Context: an optimization exercise on an open-source flow, tuned for small area and a short achievable clock period. The choices shown serve that exercise and are no tape-out recipe.
RTL that was checked went through simulation tests only; none was proved equivalent to the original.
Power and IR drop assume default switching activity.

==> run K <==
## chip_top
module chip_top
  ( input          clk_i
  , input          reset_i
  , input          v_i
  , input  [31:0]  a_i
  , input  [31:0]  b_i
  , output         v_o
  , output [63:0]  c_o
  );
  reg [31:0] a_r;
  reg one0;
  reg two0;
  reg neg0;
  reg one1;
  reg two1;
  reg neg1;
  reg one2;
  reg two2;
  reg neg2;
  reg one3;
  reg two3;
  reg neg3;
  reg one4;
  reg two4;
  reg neg4;
  reg one5;
  reg two5;
  reg neg5;
  reg one6;
  reg two6;
  reg neg6;
  reg one7;
  reg two7;
  reg neg7;
  reg one8;
  reg two8;
  reg neg8;
  reg one9;
  reg two9;
  reg neg9;
  reg one10;
  reg two10;
  reg neg10;
  reg one11;
  reg two11;
  reg neg11;
  reg one12;
  reg two12;
  reg neg12;
  reg one13;
  reg two13;
  reg neg13;
  reg one14;
  reg two14;
  reg neg14;
  reg one15;
  reg two15;
  reg neg15;
  reg b31;
  reg [3:0] v_r;
  reg [63:0] c_r;
  reg [63:0] fx_r, fy_r;
  wire x1;
  wire x2;
  wire x3;
  wire x4;
  wire x5;
  wire x6;
  wire x7;
  wire x8;
  wire x9;
  wire x10;
  wire x11;
  wire x12;
  wire x13;
  wire x14;
  wire x15;
  wire x16;
  wire x17;
  wire x18;
  wire x19;
  wire x20;
  wire x21;
  wire x22;
  wire x23;
  wire x24;
  wire x25;
  wire x26;
  wire x27;
  wire x28;
  wire x29;
  wire x30;
  wire x31;
  wire x32;
  ...
clock: 7.5 ns
lec_check: 0
abc_area: 1
cap_margin: 20
core_margin: 2
core_utilization: 40
setup_slack_margin: 4.8
slew_margin: 20
standard.sh (not shown) runs the stock make flow with config.mk's settings and CLKGATE_MAP_FILE= SYNTH_SCRIPT=/design/flow/synth_recipe.tcl, a recipe that flattens the netlist after the stock synthesis.
==> flow/flow/run.sh <==
#!/bin/bash
# Layout flow: the standard ORFS flow, with a cleaner synthesis netlist.
#  2. the same synthesis again with one change: Yosys's pre-mapping 'abc -fast'
#     (in synth's fine step) is skipped (-noabc) except on the final adder,
#     so extract_fa maps the RTL's full adders without the inverters abc's
#     restructuring leaves between them.  Everything else (ORFS synth.tcl,
#     synth_recipe.tcl, -nofsm -noshare, flatten, renames, final abc
#     mapping) is unchanged.
#  3. flow/polfix.py removes inverters left between self-dual cells.
#  4. the netlist is used only if its registers (names and cell types) are
#     exactly the standard synthesis's; otherwise the standard one is used.
#  5. bash standard.sh finish for the rest of the layout.
# Each tool's output goes to a log file of its own in this folder.
set -u
R=orfs/results/${FLOW_PLATFORM}/chip_top/base
bash standard.sh synth > 1_synth_standard.log 2>&1 || exit 1
cp $R/1_2_yosys.v $R/1_2_yosys_standard.v

# step 2: same make command as standard.sh, own WORK_HOME and synthesis script
# own synthesis script: synth_recipe.tcl with its first line (the synth
# wrapper) replaced; flow/synth_wrap.tcl adds -noabc to synth's fine step
# and runs 'abc -fast' only on the final adder (the logic between the
# carry-save registers fx_r/fy_r and prod_n), which maps better that way.
{ cat flow/synth_wrap.tcl; tail -n +2 synth_recipe.tcl; } > synth_recipe_noabc.tcl
MK=$(grep -m1 '^make ' standard.sh | sed -e "s#SYNTH_SCRIPT=[^ ]*#SYNTH_SCRIPT=$PWD/synth_recipe_noabc.tcl#" -e "s#WORK_HOME=[^ ]*#WORK_HOME=$PWD/orfs_noabc#" -e 's#"${@:-finish}"#synth#')
echo "$MK" > 1_synth_noabc.cmd
ok=0
if bash -c "$MK" > 1_synth_noabc.log 2>&1; then
  N=orfs_noabc/results/${FLOW_PLATFORM}/chip_top/base/1_2_yosys.v
  if python3 flow/polfix.py $N $R/1_2_yosys_fixed.v > polfix.log 2>&1; then
    python3 - $R/1_2_yosys_standard.v $R/1_2_yosys_fixed.v > regcheck.log 2>&1 <<'PY' && ok=1
import re, sys
def regs(f):
    t = open(f).read()
    return sorted(re.findall(r'\n  (sky130_fd_sc_hd__(?:dfxtp|dfrtp|dfstp|dfbbp|dfrbp|dfxbp|edfxtp|sdf\w*|dl\w*)_\d+)\s+(\S+)', t))
a, b = regs(sys.argv[1]), regs(sys.argv[2])
print('registers: standard %d, new %d' % (len(a), len(b)))
sys.exit(0 if a == b and a else 1)
PY
  fi
fi
if [ $ok = 1 ]; then
  echo "using the -noabc netlist" >> regcheck.log
  cp $R/1_2_yosys_fixed.v $R/1_2_yosys.v
  rm -f $R/1_synth.odb $R/1_synth.sdc
else
  echo "using the standard netlist" >> regcheck.log
fi
bash standard.sh finish > 2_finish.log 2>&1
==> flow/flow/synth_wrap.tcl <==
proc synth {args} {
  if {[lsearch -exact $args "fine:"] >= 0} {
    yosys synth -nofsm -noshare -noabc {*}$args
    yosys select -set adder w:fx_r w:fy_r %co* w:prod_n %ci* %i
    yosys abc -fast @adder
    yosys opt -fast
  } else {
    yosys synth -nofsm -noshare {*}$args
  }
}
Other scripts of this flow, unchanged in this note and not shown: flow/flow/polfix.py
==> inputs of run M, as changes to run K <==
==> flow/flow/run.sh (replaced) <==
#!/bin/bash
# Standard ORFS flow with one extra step after synthesis: flow/polfix.py
# removes inverters between full adders (and other self-dual cells) by
# choosing each cell's polarity; registers are not touched.
set -e
cp standard.sh standard.sh.txt 2>/dev/null || true
bash standard.sh synth > 1_synth_std.log 2>&1
R=orfs/results/${FLOW_PLATFORM}/chip_top/base
cp $R/1_2_yosys.v $R/1_2_yosys_std.v
python3 flow/polfix.py $R/1_2_yosys_std.v $R/1_2_yosys.v > polfix.log 2>&1
rm -f $R/1_synth.odb $R/1_synth.sdc
bash standard.sh finish > 2_finish_std.log 2>&1
--- a/flow/config.mk
+++ b/flow/config.mk
@@ -5,7 +5,6 @@
 export SDC_FILE = /design/flow/constraint.sdc
 export NUM_CORES = 4
 export LEC_CHECK = 0
-export ABC_AREA = 1
 export CAP_MARGIN = 20
 export CORE_MARGIN = 2
 export CORE_UTILIZATION = 40
removed: flow/flow/synth_wrap.tcl
==> run notes <==
Routed wire length: run K is larger than run M (about 5.5%).
Global-route usage: run K is higher than run M (0.32 points).
Between run K and run M, the lower total power is in run M (gap 2.3%, measured against run M).
Against run M, the register-to-register slack of run K is higher by 120 ps.
Between run K and run M, the lower core utilization is in run K (gap 0.89 points).
==> figures <==
quantity                                                                 run M       run K
Clock latency of the later-clocked register in the worst-skew pair      640 ps      620 ps
Overall die width                                                       303 µm      309 µm
Maximum operating frequency                                            350 MHz     366 MHz
Final hold slack                                                        323 ps      326 ps
Detailed placer's ending HPWL                                         74100 µm    82600 µm
Leakage component of the power                                         16.0 nW     18.5 nW
Worst Reg-to-Reg Cells                                                      10           5
Maximum clock skew at final layout                                     39.5 ps     27.6 ps
Routed wire per std cell                                               27.5 µm     24.8 µm
Post-DP Area                                                        0.0376 mm²  0.0395 mm²
Run status                                    no timing/DRC/antenna violations  no timing/DRC/antenna violations


==> 03-05 <==
chip_top, a different RTL version from the one above (not shown whole).
export LEC_CHECK = 0
export CAP_MARGIN = 20
export CORE_MARGIN = 2
export CORE_UTILIZATION = 40
export SLEW_MARGIN = 20
create_clock -name core_clock -period 7.5 [get_ports {clk_i}]
run.sh (not shown) runs the stock make flow with config.mk's settings and CLKGATE_MAP_FILE= SYNTH_SCRIPT=/design/flow/synth_recipe.tcl, a recipe that flattens the netlist after the stock synthesis.
Stock flow here: none of the scripts above is used.
==> inputs of 12-25, as changes to 03-05 <==
SETUP_SLACK_MARGIN = 4.0   (was unset)
==> comparison table <==
Result of the run: 03-05 no timing/DRC/antenna violations; 12-25 no timing/DRC/antenna violations
Total power: 03-05 19070 uW; 12-25 19430 uW
Min Hold Slack: 03-05 327.9 ps; 12-25 327.0 ps
Skew final: 03-05 34.63 ps; 12-25 42.85 ps
Signal buffers: 03-05 180; 12-25 302
Count of cells resized by post-cts repair: 03-05 0; 12-25 230
CP required: 03-05 8030 ps; 12-25 8020 ps
Routed length per placed instance: 03-05 21.75 um; 12-25 23.96 um
# Post-CTS Setup Buffers: 03-05 0; 12-25 69
Antenna fix cells: 03-05 3; 12-25 11
Max-slew headroom: 03-05 0.2537; 12-25 0.3473
Crit path largest cell delay: 03-05 940 ps; 12-25 590 ps
Portion of total power attributed to the clock network: 03-05 0.169; 12-25 0.167
Seq group: 03-05 4760 uW; 12-25 4730 uW
Portion of the layout cell area used by clock cells: 03-05 0.04598; 12-25 0.04331
Critical path capture point: 03-05 r1_2720; 12-25 r1_2735
Origin of the worst setup path: 03-05 b_r[18]; 12-25 b_r[31]
Global routing usage on met2: 03-05 0.3616; 12-25 0.3929
Number of iterations in the first detailed-routing pass: 03-05 8; 12-25 6
Clock latency of the later-clocked register in the worst-skew pair: 03-05 660 ps; 12-25 670 ps
Utilization after layout: 03-05 0.4498; 12-25 0.4776
Internal power consumption: 03-05 10630 uW; 12-25 10810 uW
No run of this note included a check of the RTL's function; only the layout flow was run.


==> onyx <==
chip_top, a different RTL version from the one above (not shown whole).
export LEC_CHECK = 0
export ABC_AREA = 1
export CAP_MARGIN = 20
export CORE_MARGIN = 2
export CORE_UTILIZATION = 40
export SETUP_SLACK_MARGIN = 4.8
export SLEW_MARGIN = 20
create_clock -name core_clock -period 7.5 [get_ports {clk_i}]
standard.sh (not shown) runs the stock make flow with config.mk's settings and CLKGATE_MAP_FILE= SYNTH_SCRIPT=/design/flow/synth_recipe.tcl, a recipe that flattens the netlist after the stock synthesis.
==> flow/flow/run.sh <==
#!/bin/bash
# Layout flow: the standard ORFS flow, with a cleaner synthesis netlist.
#  2. the same synthesis again with one change: Yosys's pre-mapping 'abc -fast'
#     (in synth's fine step) is skipped (-noabc), so extract_fa maps the
#     RTL's full adders without the inverters abc's restructuring leaves
#     between them.  Everything else (ORFS synth.tcl, synth_recipe.tcl,
#     -nofsm -noshare, flatten, renames, final abc mapping) is unchanged.
#  3. flow/polfix.py removes inverters left between self-dual cells.
#  4. the netlist is used only if its registers (names and cell types) are
#     exactly the standard synthesis's; otherwise the standard one is used.
#  5. bash standard.sh finish for the rest of the layout.
# Each tool's output goes to a log file of its own in this folder.
set -u
R=orfs/results/${FLOW_PLATFORM}/chip_top/base
bash standard.sh synth > 1_synth_standard.log 2>&1 || exit 1
cp $R/1_2_yosys.v $R/1_2_yosys_standard.v

# step 2: same make command as standard.sh, own WORK_HOME and synthesis script
sed '1s/yosys synth -nofsm -noshare /yosys synth -nofsm -noshare -noabc /' synth_recipe.tcl > synth_recipe_noabc.tcl
MK=$(grep -m1 '^make ' standard.sh | sed -e "s#SYNTH_SCRIPT=[^ ]*#SYNTH_SCRIPT=$PWD/synth_recipe_noabc.tcl#" -e "s#WORK_HOME=[^ ]*#WORK_HOME=$PWD/orfs_noabc#" -e 's#"${@:-finish}"#synth#')
echo "$MK" > 1_synth_noabc.cmd
ok=0
if bash -c "$MK" > 1_synth_noabc.log 2>&1; then
  N=orfs_noabc/results/${FLOW_PLATFORM}/chip_top/base/1_2_yosys.v
  if python3 flow/polfix.py $N $R/1_2_yosys_fixed.v > polfix.log 2>&1; then
    python3 - $R/1_2_yosys_standard.v $R/1_2_yosys_fixed.v > regcheck.log 2>&1 <<'PY' && ok=1
import re, sys
def regs(f):
    t = open(f).read()
    return sorted(re.findall(r'\n  (sky130_fd_sc_hd__(?:dfxtp|dfrtp|dfstp|dfbbp|dfrbp|dfxbp|edfxtp|sdf\w*|dl\w*)_\d+)\s+(\S+)', t))
a, b = regs(sys.argv[1]), regs(sys.argv[2])
print('registers: standard %d, new %d' % (len(a), len(b)))
sys.exit(0 if a == b and a else 1)
PY
  fi
fi
if [ $ok = 1 ]; then
  echo "using the -noabc netlist" >> regcheck.log
  cp $R/1_2_yosys_fixed.v $R/1_2_yosys.v
  rm -f $R/1_synth.odb $R/1_synth.sdc
else
  echo "using the standard netlist" >> regcheck.log
fi
bash standard.sh finish > 2_finish.log 2>&1
Other scripts of this flow, unchanged in this note and not shown: flow/flow/polfix.py
==> lagoon (differences from onyx) <==
--- a/flow/config.mk
+++ b/flow/config.mk
@@ -5,7 +5,6 @@
 export SDC_FILE = /design/flow/constraint.sdc
 export NUM_CORES = 4
 export LEC_CHECK = 0
-export ABC_AREA = 1
 export CAP_MARGIN = 20
 export CORE_MARGIN = 2
 export CORE_UTILIZATION = 40
==> summary of the runs <==
lagoon finished clean. onyx passed the timing, DRC and antenna checks.
Between lagoon and onyx, the lower synthesized cell count is in lagoon (gap 19%, measured against onyx).
In onyx the via count is higher than in lagoon, by 13%.
Of lagoon and onyx, onyx has the higher fmax (gap 1.8%, measured against onyx).
Of lagoon and onyx, lagoon has the higher clock power (gap about 5%, measured against onyx).
Of onyx and lagoon, onyx has the higher die area (gap 3.9%, measured against lagoon).
In onyx the utilization is lower than in lagoon, by 0.47 points.
Function was not checked in any run of this note: the RTL went through the layout flow alone.

## static timing again, ports no longer ideal
No port has a modelled driver above. Below, the same layouts with a new extraction and two added sets of constraints. Step 1, drivers: a clkbuf_16 drives clk_i and a buf_2 each remaining input, both assumed. Step 2 times the ports against the registers' clock, not the clock port: input delays grow and output delays shrink by t, the midpoint of the rising clock arrivals with the driver on. a / b / c = no drivers / after step 1 / after step 2; a / b = the first two.
| run | shift t [ns] | setup WS [ns] | worst setup path after step 2 | clock arrival spread, ns | slew at the worst register clock pin (ns) |
|---|---|---|---|---|---|
| run K | 0.680 | 4.770 / 4.770 / 4.729 | input to register | 0.028 / 0.029 | 0.07 / 0.07 |
| run M | 0.689 | 4.646 / 4.646 / 4.646 | register to register | 0.039 / 0.039 | 0.07 / 0.07 |
| 03-05 | 0.715 | 3.290 / 3.290 / 3.290 | register to register | 0.038 / 0.038 | 0.06 / 0.06 |
| 12-25 | 0.718 | 3.973 / 3.973 / 3.973 | register to register | 0.044 / 0.045 | 0.07 / 0.07 |
| onyx | 0.675 | 4.830 / 4.778 / 4.779 | input to register | 0.027 / 0.028 | 0.06 / 0.06 |
| lagoon | 0.685 | 4.780 / 4.714 / 4.785 | register to register | 0.044 / 0.044 | 0.07 / 0.07 |
After both steps every run listed still meets setup and hold. For onyx, which loses most, drivers alone change the setup slack by -0.052 ns; drivers and shift together by -0.051 ns.
